From an optimization exercise on the open Yosys and OpenROAD flow, aimed at small area and a short achievable clock period; shortcuts taken in it are not production practice.
Where RTL was checked, it was by simulation tests only, not by an equivalence proof against the original.

==> ember: inputs <==
==> flow/design.v <==
`timescale 1ns / 1ps
module RegisterUnit(
   input wire clock_i, reset_i,
   input wire enableA_i, enableB_i,
   input wire pwriteA_i, preadA_i, sreadA_i, pwriteB_i, preadB_i, sreadB_i,
   input wire [1:0] functionTypeA_i, functionTypeB_i,
   input wire [6:0] opcodeA_i, opcodeB_i,
   input wire [4:0] primOperandA_i, primOperandB_i,
   input wire [15:0] secOperandA_i, secOperandB_i,
   input wire flushBack_i,
   output reg enableA_o, enableB_o,
   output reg wbA_o, wbB_o,
   output reg [6:0] opCodeA_o, opCodeB_o,
   output reg [4:0] regAddrA_o, regAddrB_o,
   output reg [15:0] primOperandA_o, primOperandB_o,
   output reg [15:0] secOperandA_o, secOperandB_o,
   output reg [1:0] functionTypeA_o, functionTypeB_o,
   output reg [1:0] operationStatusA_o, operationStatusB_o,
   input wire wbA_i, wbB_i,
   input wire [4:0] wbAddrA_i, wbAddrB_i,
   input wire [15:0] wbValA_i, wbVAlB_i,
   input wire [1:0] operationStatusA_i, operationStatusB_i
   );
   reg enableA_ib, enableB_ib;
   reg pwriteA_ib, preadA_ib, sreadA_ib, pwriteB_ib, preadB_ib, sreadB_ib;
   reg [1:0] functionTypeA_ib, functionTypeB_ib;
   reg [6:0] opcodeA_ib, opcodeB_ib;
   reg [4:0] primOperandA_ib, primOperandB_ib;
   reg [15:0] secOperandA_ib, secOperandB_ib;
   reg wbA_ib, wbB_ib;
   reg [4:0] wbAddrA_ib, wbAddrB_ib;
   reg [15:0] wbValA_ib, wbVAlB_ib;
   reg [1:0] operationStatusA_ib, operationStatusB_ib;
   reg [3:0] secLoA_ib, secLoB_ib;
   reg [7:0] secHiA_ib, secHiB_ib;
   reg enableA_ob, enableB_ob;
   reg wbA_ob, wbB_ob;
   reg [6:0] opCodeA_ob, opCodeB_ob;
   reg [4:0] regAddrA_ob, regAddrB_ob;
   reg [15:0] primOperandA_ob, primOperandB_ob;
   reg [15:0] secOperandA_ob, secOperandB_ob;
   reg [1:0] functionTypeA_ob, functionTypeB_ob;
   reg [1:0] operationStatusA, operationStatusB;
   reg [15:0] regFile [0:31];
   wire frameA_i = functionTypeA_i == 2'd3 &&
                   (opcodeA_i == 7'd20 || opcodeA_i == 7'd21 || opcodeA_i == 7'd24);
   wire frameB_i = functionTypeB_i == 2'd3 &&
                   (opcodeB_i == 7'd20 || opcodeB_i == 7'd21 || opcodeB_i == 7'd24);
   wire moveA_i = functionTypeA_i == 2'd1 && (opcodeA_i == 7'd10 || opcodeA_i == 7'd0) &&
                  pwriteA_i;
   wire moveB_i = functionTypeB_i == 2'd1 && (opcodeB_i == 7'd10 || opcodeB_i == 7'd0) &&
                  pwriteB_i;
   reg moveA, moveB;      
   reg issueA, issueB;    
   reg loadPA, loadPB;    
   wire issueA_i = enableA_i && !frameA_i && !moveA_i;
   wire issueB_i = enableB_i && !frameB_i && !moveB_i;
   always @(posedge clock_i) begin
      moveA <= enableA_i && moveA_i;
      moveB <= enableB_i && moveB_i;
      issueA <= issueA_i;
      issueB <= issueB_i;
      loadPA <= issueA_i && preadA_i;
      loadPB <= issueB_i && preadB_i;
   end
   wire [31:0] selPA, selSA, selPB, selSB;
   wire [15:0] rdPA, rdSA, rdPB, rdSB;
   genvar g, b;
   generate
      for (g = 0; g < 32; g = g + 1) begin : dec
         assign selPA[g] = loadPA && primOperandA_ib == g;
         assign selSA[g] = secLoA_ib[g % 4] && secHiA_ib[g / 4];
         assign selPB[g] = loadPB && primOperandB_ib == g;
         assign selSB[g] = secLoB_ib[g % 4] && secHiB_ib[g / 4];
      end
      for (b = 0; b < 16; b = b + 1) begin : col
         wire [31:0] c;
         for (g = 0; g < 32; g = g + 1) begin : cg
            assign c[g] = regFile[g][b];
         end
         ReadColumnX uPA (.sel(selPA), .d(c), .xs(!loadPA), .x(primOperandA_ob[b]), .y(rdPA[b]));
         ReadColumnX uSA (.sel(selSA), .d(c), .xs(!sreadA_ib), .x(secOperandA_ib[b]), .y(rdSA[b]));
         ReadColumnX uPB (.sel(selPB), .d(c), .xs(!loadPB), .x(primOperandB_ob[b]), .y(rdPB[b]));
         ReadColumnX uSB (.sel(selSB), .d(c), .xs(!sreadB_ib), .x(secOperandB_ib[b]), .y(rdSB[b]));
      end
   endgenerate
   wire [15:0] secValA = rdSA;
   wire [15:0] secValB = rdSB;
   generate
      for (g = 0; g < 32; g = g + 1) begin : row
         wire hWA = wbA_ib && wbAddrA_ib == g;
         wire hMA = moveA && primOperandA_ib == g;
         wire hWB = wbB_ib && wbAddrB_ib == g;
         wire hMB = moveB && primOperandB_ib == g;
         wire sMB = hMB;
         wire sWB = hWB && !hMB;
         wire sMA = hMA && !hWB && !hMB;
         wire sWA = hWA && !hMA && !hWB && !hMB;
         wire sH = !hWA && !hMA && !hWB && !hMB && !reset_i;
         wire [15:0] nxt;
         for (b = 0; b < 16; b = b + 1) begin : wbit
            WriteBit u (.s0(sWA), .d0(wbValA_ib[b]), .s1(sMA), .d1(secValA[b]),
                        .s2(sWB), .d2(wbVAlB_ib[b]), .s3(sMB), .d3(secValB[b]),
                        .s4(sH), .d4(regFile[g][b]), .y(nxt[b]));
         end
         always @(posedge clock_i)
            regFile[g] <= nxt;
      end
   endgenerate
   always @(posedge clock_i) begin
      enableA_ib <= enableA_i; enableB_ib <= enableB_i;
      pwriteA_ib <= pwriteA_i; preadA_ib <= preadA_i; sreadA_ib <= sreadA_i;
      pwriteB_ib <= pwriteB_i; preadB_ib <= preadB_i; sreadB_ib <= sreadB_i;
      functionTypeA_ib <= functionTypeA_i; functionTypeB_ib <= functionTypeB_i;
      opcodeA_ib <= opcodeA_i; opcodeB_ib <= opcodeB_i;
      primOperandA_ib <= primOperandA_i; primOperandB_ib <= primOperandB_i;
      secOperandA_ib <= secOperandA_i; secOperandB_ib <= secOperandB_i;
      secLoA_ib <= 4'd1 << secOperandA_i[1:0];
      secLoB_ib <= 4'd1 << secOperandB_i[1:0];
      secHiA_ib <= sreadA_i ? 8'd1 << secOperandA_i[4:2] : 8'd0;
      secHiB_ib <= sreadB_i ? 8'd1 << secOperandB_i[4:2] : 8'd0;
      wbA_ib <= wbA_i; wbB_ib <= wbB_i;
      wbAddrA_ib <= wbAddrA_i; wbAddrB_ib <= wbAddrB_i;
      wbValA_ib <= wbValA_i; wbVAlB_ib <= wbVAlB_i;
      operationStatusA_ib <= operationStatusA_i; operationStatusB_ib <= operationStatusB_i;
      if (wbA_ib) operationStatusA <= operationStatusA_ib;
      operationStatusB <= operationStatusB_ib;
      if (enableA_ib) enableA_ob <= issueA;
      if (issueA) secOperandA_ob <= secValA;
      if (enableB_ib) enableB_ob <= issueB;
      if (issueB) secOperandB_ob <= secValB;
      wbA_ob <= pwriteA_ib; wbB_ob <= pwriteB_ib;
      opCodeA_ob <= opcodeA_ib; opCodeB_ob <= opcodeB_ib;
      regAddrA_ob <= primOperandA_ib; regAddrB_ob <= primOperandB_ib;
      functionTypeA_ob <= functionTypeA_ib; functionTypeB_ob <= functionTypeB_ib;
      primOperandA_ob <= rdPA; primOperandB_ob <= rdPB;
      enableA_o <= enableA_ob; enableB_o <= enableB_ob;
      wbA_o <= wbA_ob; wbB_o <= wbB_ob;
      opCodeA_o <= opCodeA_ob; opCodeB_o <= opCodeB_ob;
      regAddrA_o <= regAddrA_ob; regAddrB_o <= regAddrB_ob;
      primOperandA_o <= primOperandA_ob; primOperandB_o <= primOperandB_ob;
      secOperandA_o <= secOperandA_ob; secOperandB_o <= secOperandB_ob;
      functionTypeA_o <= functionTypeA_ob; functionTypeB_o <= functionTypeB_ob;
      operationStatusA_o <= operationStatusA; operationStatusB_o <= operationStatusB;
   end
endmodule
module ReadColumnX(input wire [31:0] sel, input wire [31:0] d, input wire xs, x,
                   output wire y);
   wire [7:0] t;
   wire [3:0] n;
   genvar i;
   generate
      for (i = 0; i < 7; i = i + 1) begin : g4
         AndOr4 u (.d(d[4*i+3:4*i]), .s(sel[4*i+3:4*i]), .y(t[i]));
      end
      for (i = 0; i < 4; i = i + 1) begin : g2
         Nor2 u (.a(t[2*i]), .b(t[2*i+1]), .y(n[i]));
      end
   endgenerate
   AndOr4X u7 (.d(d[31:28]), .s(sel[31:28]), .x(x), .xs(xs), .y(t[7]));
   Nand4 uy (.a(n), .y(y));
endmodule
module AndOr4(input wire [3:0] d, s, output wire y);
   assign y = ~(~((d[0] & s[0]) | (d[1] & s[1])) & ~((d[2] & s[2]) | (d[3] & s[3])));
endmodule
module AndOr4X(input wire [3:0] d, s, input wire x, xs, output wire y);
   assign y = ~(~((d[0] & s[0]) | (d[1] & s[1])) & ~((d[2] & s[2]) | (d[3] & s[3])) &
                ~(x & xs));
endmodule
module Nor2(input wire a, b, output wire y);
   assign y = ~(a | b);
endmodule
module Nand4(input wire [3:0] a, output wire y);
   assign y = ~(&a);
endmodule
module AndOr3N(input wire a0, s0, a1, s1, a2, s2, output wire y);
   assign y = ~((a0 & s0) | (a1 & s1) | (a2 & s2));
endmodule
module WriteBit(input wire s0, d0, s1, d1, s2, d2, s3, d3, s4, d4, output wire y);
   assign y = (s0 & d0) | (s1 & d1) | (s2 & d2) | (s3 & d3) | (s4 & d4);
endmodule
==> flow/flow/run.sh <==
#!/bin/bash
# Standard ORFS layout with small port buffers, a clock tree without dummy loads,
# and timing repair aimed 5.3 ns below the clock period.
# The make run's output goes to make_finish.log in this folder; ORFS's per-step
# logs are under orfs/logs/.
set -euo pipefail
bash standard.sh \
  "BUFFER_PORTS_ARGS=-buffer_cell sky130_fd_sc_hd__buf_1" \
  "CTS_ARGS=-sink_clustering_enable -repair_clock_nets -dont_use_dummy_load -sink_clustering_size 22 -sink_clustering_max_diameter 60" \
  "SETUP_SLACK_MARGIN=5.3" \
  finish > make_finish.log 2>&1
==> flow/standard.sh <==
#!/bin/bash
# synth_recipe.tcl (not shown) runs the flow's synth.tcl, then flattens the netlist and writes it again
# the make line also repeats each setting of config.mk as NAME=value (left out here)
make -C /OpenROAD-flow-scripts/flow DESIGN_CONFIG=/design/flow/config.mk WORK_HOME=/design/flow/orfs CLKGATE_MAP_FILE= SYNTH_SCRIPT=/design/flow/synth_recipe.tcl "${@:-finish}"
==> flow/config.mk <==
export PLATFORM = sky130hd
export DESIGN_NAME = RegisterUnit
export DESIGN_NICKNAME = RegisterUnit
export VERILOG_FILES = /design/flow/design.v
export SDC_FILE = /design/flow/constraint.sdc
export NUM_CORES = 4
export LEC_CHECK = 0
export CAP_MARGIN = 20
export CELL_PAD_IN_SITES_DETAIL_PLACEMENT = 1
export CELL_PAD_IN_SITES_GLOBAL_PLACEMENT = 1
export CORE_MARGIN = 2
export CORE_UTILIZATION = 33
export PLACE_DENSITY = 0.42
export SLEW_MARGIN = 20
export SYNTH_HIERARCHICAL = 1
==> flow/constraint.sdc <==
create_clock -name core_clock -period 8.0 [get_ports {clock_i}]
set_input_delay 1.6000 -clock core_clock [delete_from_list [all_inputs] [get_ports {clock_i}]]
set_output_delay 1.6000 -clock core_clock [all_outputs]
set_load 0.01 [all_outputs]
==> pepper (differences from ember) <==
==> flow/design.v, changed modules only <==
module RegisterUnit(
   input wire clock_i, reset_i,
   input wire enableA_i, enableB_i,
   input wire pwriteA_i, preadA_i, sreadA_i, pwriteB_i, preadB_i, sreadB_i,
   input wire [1:0] functionTypeA_i, functionTypeB_i,
   input wire [6:0] opcodeA_i, opcodeB_i,
   input wire [4:0] primOperandA_i, primOperandB_i,
   input wire [15:0] secOperandA_i, secOperandB_i,
   input wire flushBack_i,
   output reg enableA_o, enableB_o,
   output reg wbA_o, wbB_o,
   output reg [6:0] opCodeA_o, opCodeB_o,
   output reg [4:0] regAddrA_o, regAddrB_o,
   output reg [15:0] primOperandA_o, primOperandB_o,
   output reg [15:0] secOperandA_o, secOperandB_o,
   output reg [1:0] functionTypeA_o, functionTypeB_o,
   output reg [1:0] operationStatusA_o, operationStatusB_o,
   input wire wbA_i, wbB_i,
   input wire [4:0] wbAddrA_i, wbAddrB_i,
   input wire [15:0] wbValA_i, wbVAlB_i,
   input wire [1:0] operationStatusA_i, operationStatusB_i
   );
   reg enableA_ib, enableB_ib;
   reg pwriteA_ib, preadA_ib, sreadA_ib, pwriteB_ib, preadB_ib, sreadB_ib;
   reg [1:0] functionTypeA_ib, functionTypeB_ib;
   reg [6:0] opcodeA_ib, opcodeB_ib;
   reg [4:0] primOperandA_ib, primOperandB_ib;
   reg [15:0] secOperandA_ib, secOperandB_ib;
   reg wbA_ib, wbB_ib;
   reg [4:0] wbAddrA_ib, wbAddrB_ib;
   reg [15:0] wbValA_ib, wbVAlB_ib;
   reg [1:0] operationStatusA_ib, operationStatusB_ib;
   reg enableA_ob, enableB_ob;
   reg wbA_ob, wbB_ob;
   reg [6:0] opCodeA_ob, opCodeB_ob;
   reg [4:0] regAddrA_ob, regAddrB_ob;
   reg [15:0] primOperandA_ob, primOperandB_ob;
   reg [15:0] secOperandA_ob, secOperandB_ob;
   reg [1:0] functionTypeA_ob, functionTypeB_ob;
   reg [1:0] operationStatusA, operationStatusB;
   reg [15:0] regFile [0:31];
   wire frameA = functionTypeA_ib == 2'd3 &&
                 (opcodeA_ib == 7'd20 || opcodeA_ib == 7'd21 || opcodeA_ib == 7'd24);
   wire frameB = functionTypeB_ib == 2'd3 &&
                 (opcodeB_ib == 7'd20 || opcodeB_ib == 7'd21 || opcodeB_ib == 7'd24);
   wire moveA = enableA_ib && functionTypeA_ib == 2'd1 &&
                (opcodeA_ib == 7'd10 || opcodeA_ib == 7'd0) && pwriteA_ib;
   wire moveB = enableB_ib && functionTypeB_ib == 2'd1 &&
                (opcodeB_ib == 7'd10 || opcodeB_ib == 7'd0) && pwriteB_ib;
   wire normA = !frameA && !moveA;
   wire normB = !frameB && !moveB;
   wire [31:0] selPA, selSA, selPB, selSB;
   wire [15:0] rdPA, rdSA, rdPB, rdSB;
   genvar g, b;
   generate
      for (g = 0; g < 32; g = g + 1) begin : dec
         assign selPA[g] = primOperandA_ib == g;
         assign selSA[g] = sreadA_ib && secOperandA_ib[4:0] == g;
         assign selPB[g] = primOperandB_ib == g;
         assign selSB[g] = sreadB_ib && secOperandB_ib[4:0] == g;
      end
      for (b = 0; b < 16; b = b + 1) begin : col
         wire [31:0] c;
         for (g = 0; g < 32; g = g + 1) begin : cg
            assign c[g] = regFile[g][b];
         end
         ReadColumn uPA (.sel(selPA), .d(c), .y(rdPA[b]));
         ReadColumnX uSA (.sel(selSA), .d(c), .xs(!sreadA_ib), .x(secOperandA_ib[b]), .y(rdSA[b]));
         ReadColumn uPB (.sel(selPB), .d(c), .y(rdPB[b]));
         ReadColumnX uSB (.sel(selSB), .d(c), .xs(!sreadB_ib), .x(secOperandB_ib[b]), .y(rdSB[b]));
      end
   endgenerate
   wire [15:0] secValA = rdSA;
   wire [15:0] secValB = rdSB;
   generate
      for (g = 0; g < 32; g = g + 1) begin : row
         wire hWA = wbA_ib && wbAddrA_ib == g;
         wire hMA = moveA && primOperandA_ib == g;
         wire hWB = wbB_ib && wbAddrB_ib == g;
         wire hMB = moveB && primOperandB_ib == g;
         wire sMB = hMB;
         wire sWB = hWB && !hMB;
         wire sMA = hMA && !hWB && !hMB;
         wire sWA = hWA && !hMA && !hWB && !hMB;
         wire sH = !hWA && !hMA && !hWB && !hMB && !reset_i;
         wire [15:0] nxt;
         for (b = 0; b < 16; b = b + 1) begin : wbit
            WriteBit u (.s0(sWA), .d0(wbValA_ib[b]), .s1(sMA), .d1(secValA[b]),
                        .s2(sWB), .d2(wbVAlB_ib[b]), .s3(sMB), .d3(secValB[b]),
                        .s4(sH), .d4(regFile[g][b]), .y(nxt[b]));
         end
         always @(posedge clock_i)
            regFile[g] <= nxt;
      end
   endgenerate
   always @(posedge clock_i) begin
      enableA_ib <= enableA_i; enableB_ib <= enableB_i;
      pwriteA_ib <= pwriteA_i; preadA_ib <= preadA_i; sreadA_ib <= sreadA_i;
      pwriteB_ib <= pwriteB_i; preadB_ib <= preadB_i; sreadB_ib <= sreadB_i;
      functionTypeA_ib <= functionTypeA_i; functionTypeB_ib <= functionTypeB_i;
      opcodeA_ib <= opcodeA_i; opcodeB_ib <= opcodeB_i;
      primOperandA_ib <= primOperandA_i; primOperandB_ib <= primOperandB_i;
      secOperandA_ib <= secOperandA_i; secOperandB_ib <= secOperandB_i;
      wbA_ib <= wbA_i; wbB_ib <= wbB_i;
      wbAddrA_ib <= wbAddrA_i; wbAddrB_ib <= wbAddrB_i;
      wbValA_ib <= wbValA_i; wbVAlB_ib <= wbVAlB_i;
      operationStatusA_ib <= operationStatusA_i; operationStatusB_ib <= operationStatusB_i;
      if (wbA_ib) operationStatusA <= operationStatusA_ib;
      operationStatusB <= operationStatusB_ib;
      if (enableA_ib) begin
         enableA_ob <= normA;
         if (normA) begin
            if (preadA_ib) primOperandA_ob <= rdPA;
            secOperandA_ob <= secValA;
         end
      end
      if (enableB_ib) begin
         enableB_ob <= normB;
         if (normB) begin
            if (preadB_ib) primOperandB_ob <= rdPB;
            secOperandB_ob <= secValB;
         end
      end
      wbA_ob <= pwriteA_ib; wbB_ob <= pwriteB_ib;
      opCodeA_ob <= opcodeA_ib; opCodeB_ob <= opcodeB_ib;
      regAddrA_ob <= primOperandA_ib; regAddrB_ob <= primOperandB_ib;
      functionTypeA_ob <= functionTypeA_ib; functionTypeB_ob <= functionTypeB_ib;
      enableA_o <= enableA_ob; enableB_o <= enableB_ob;
      wbA_o <= wbA_ob; wbB_o <= wbB_ob;
      opCodeA_o <= opCodeA_ob; opCodeB_o <= opCodeB_ob;
      regAddrA_o <= regAddrA_ob; regAddrB_o <= regAddrB_ob;
      primOperandA_o <= primOperandA_ob; primOperandB_o <= primOperandB_ob;
      secOperandA_o <= secOperandA_ob; secOperandB_o <= secOperandB_ob;
      functionTypeA_o <= functionTypeA_ob; functionTypeB_o <= functionTypeB_ob;
      operationStatusA_o <= operationStatusA; operationStatusB_o <= operationStatusB;
   end
endmodule
module ReadColumn(input wire [31:0] sel, input wire [31:0] d, output wire y);
   wire [10:0] t;
   genvar i;
   generate
      for (i = 0; i < 10; i = i + 1) begin : g3
         AndOr3N u (.a0(d[3*i]), .s0(sel[3*i]), .a1(d[3*i+1]), .s1(sel[3*i+1]),
                    .a2(d[3*i+2]), .s2(sel[3*i+2]), .y(t[i]));
      end
   endgenerate
   assign t[10] = ~((d[30] & sel[30]) | (d[31] & sel[31]));
   assign y = ~(&t);
endmodule
module ReadColumnX(input wire [31:0] sel, input wire [31:0] d, input wire xs, x,
                  output wire y);
   wire [10:0] t;
   genvar i;
   generate
      for (i = 0; i < 10; i = i + 1) begin : g3
         AndOr3N u (.a0(d[3*i]), .s0(sel[3*i]), .a1(d[3*i+1]), .s1(sel[3*i+1]),
                    .a2(d[3*i+2]), .s2(sel[3*i+2]), .y(t[i]));
      end
   endgenerate
   AndOr3N u10 (.a0(d[30]), .s0(sel[30]), .a1(d[31]), .s1(sel[31]),
                .a2(x), .s2(xs), .y(t[10]));
   assign y = ~(&t);
endmodule
// module AndOr4 removed
// module AndOr4X removed
// module Nor2 removed
// module Nand4 removed
==> flow/flow/run.sh (replaced) <==
#!/bin/bash
# Standard ORFS layout with small port buffers and a clock tree without dummy loads.
# Each make run's output goes to a log of its own in this folder; ORFS's per-step
# logs are under orfs/logs/.
set -euo pipefail
bash standard.sh \
  "BUFFER_PORTS_ARGS=-buffer_cell sky130_fd_sc_hd__buf_1" \
  "CTS_ARGS=-sink_clustering_enable -repair_clock_nets -dont_use_dummy_load -sink_clustering_size 30 -sink_clustering_max_diameter 80" \
  finish > make_finish.log 2>&1
==> flow/config.mk (replaced) <==
export PLATFORM = sky130hd
export DESIGN_NAME = RegisterUnit
export DESIGN_NICKNAME = RegisterUnit
export VERILOG_FILES = /design/flow/design.v
export SDC_FILE = /design/flow/constraint.sdc
export NUM_CORES = 4
export LEC_CHECK = 0
export CAP_MARGIN = 0
export CORE_MARGIN = 2
export CORE_UTILIZATION = 50
export SETUP_SLACK_MARGIN = 5
export SLEW_MARGIN = 0
export SYNTH_HIERARCHICAL = 1
==> comparison <==
In ember the synthesized cell count is higher than in pepper, by about 22%.
In pepper the area after synthesis is lower than in ember, by about 6.5%.
ember finished with timing, DRC and antenna clean. pepper aborted during global routing (GRT-0232).
==> figures <==
item                                                      ember          pepper
Area share of the largest cell type after synthesis       38.3%           38.0%
Xor and xnor area share after synthesis                 0.0409%         0.0625%
Die Width                                                364 um          287 um
Starting Density                                          33.2%           50.6%
Status                         no timing/DRC/antenna violations  did not finish
Last stage reached                                            -  global routing
Synth cell types                                             38              51
Number of synthesized flops with an enable pin               36              68
Post-synthesis sequential element count                     856             828
# placed instances                                         7035            5452
Sequential cell area fraction in the yosys report         40.8%           43.1%
Y dimension of the die                                   364 um          287 um
Function not checked in pepper: the RTL went through the layout flow alone.

-- separate check: timing with driven ports --
Ports are ideal in the flow. The routed layout listed here was re-timed in OpenROAD.
Step 1: set_driving_cell puts a clkbuf_16 on clock_i and a buf_2 on each other input, an assumption about the parent block.
Step 2 times the ports against the registers' clock, not the clock port: input delays grow and output delays shrink by t, the midpoint of the rising clock arrivals with the driver on.
Three values: no drivers, after step 1, after step 2; two values: the first two.
run: ember
t (ns): 0.811
setup WS [ns]: 5.020 / 5.020 / 4.586
cell pins on the clock port's net: 1
After both steps setup and hold are still met in ember. For ember, drivers alone change the setup slack by 0.000 ns; drivers and shift together by -0.434 ns.
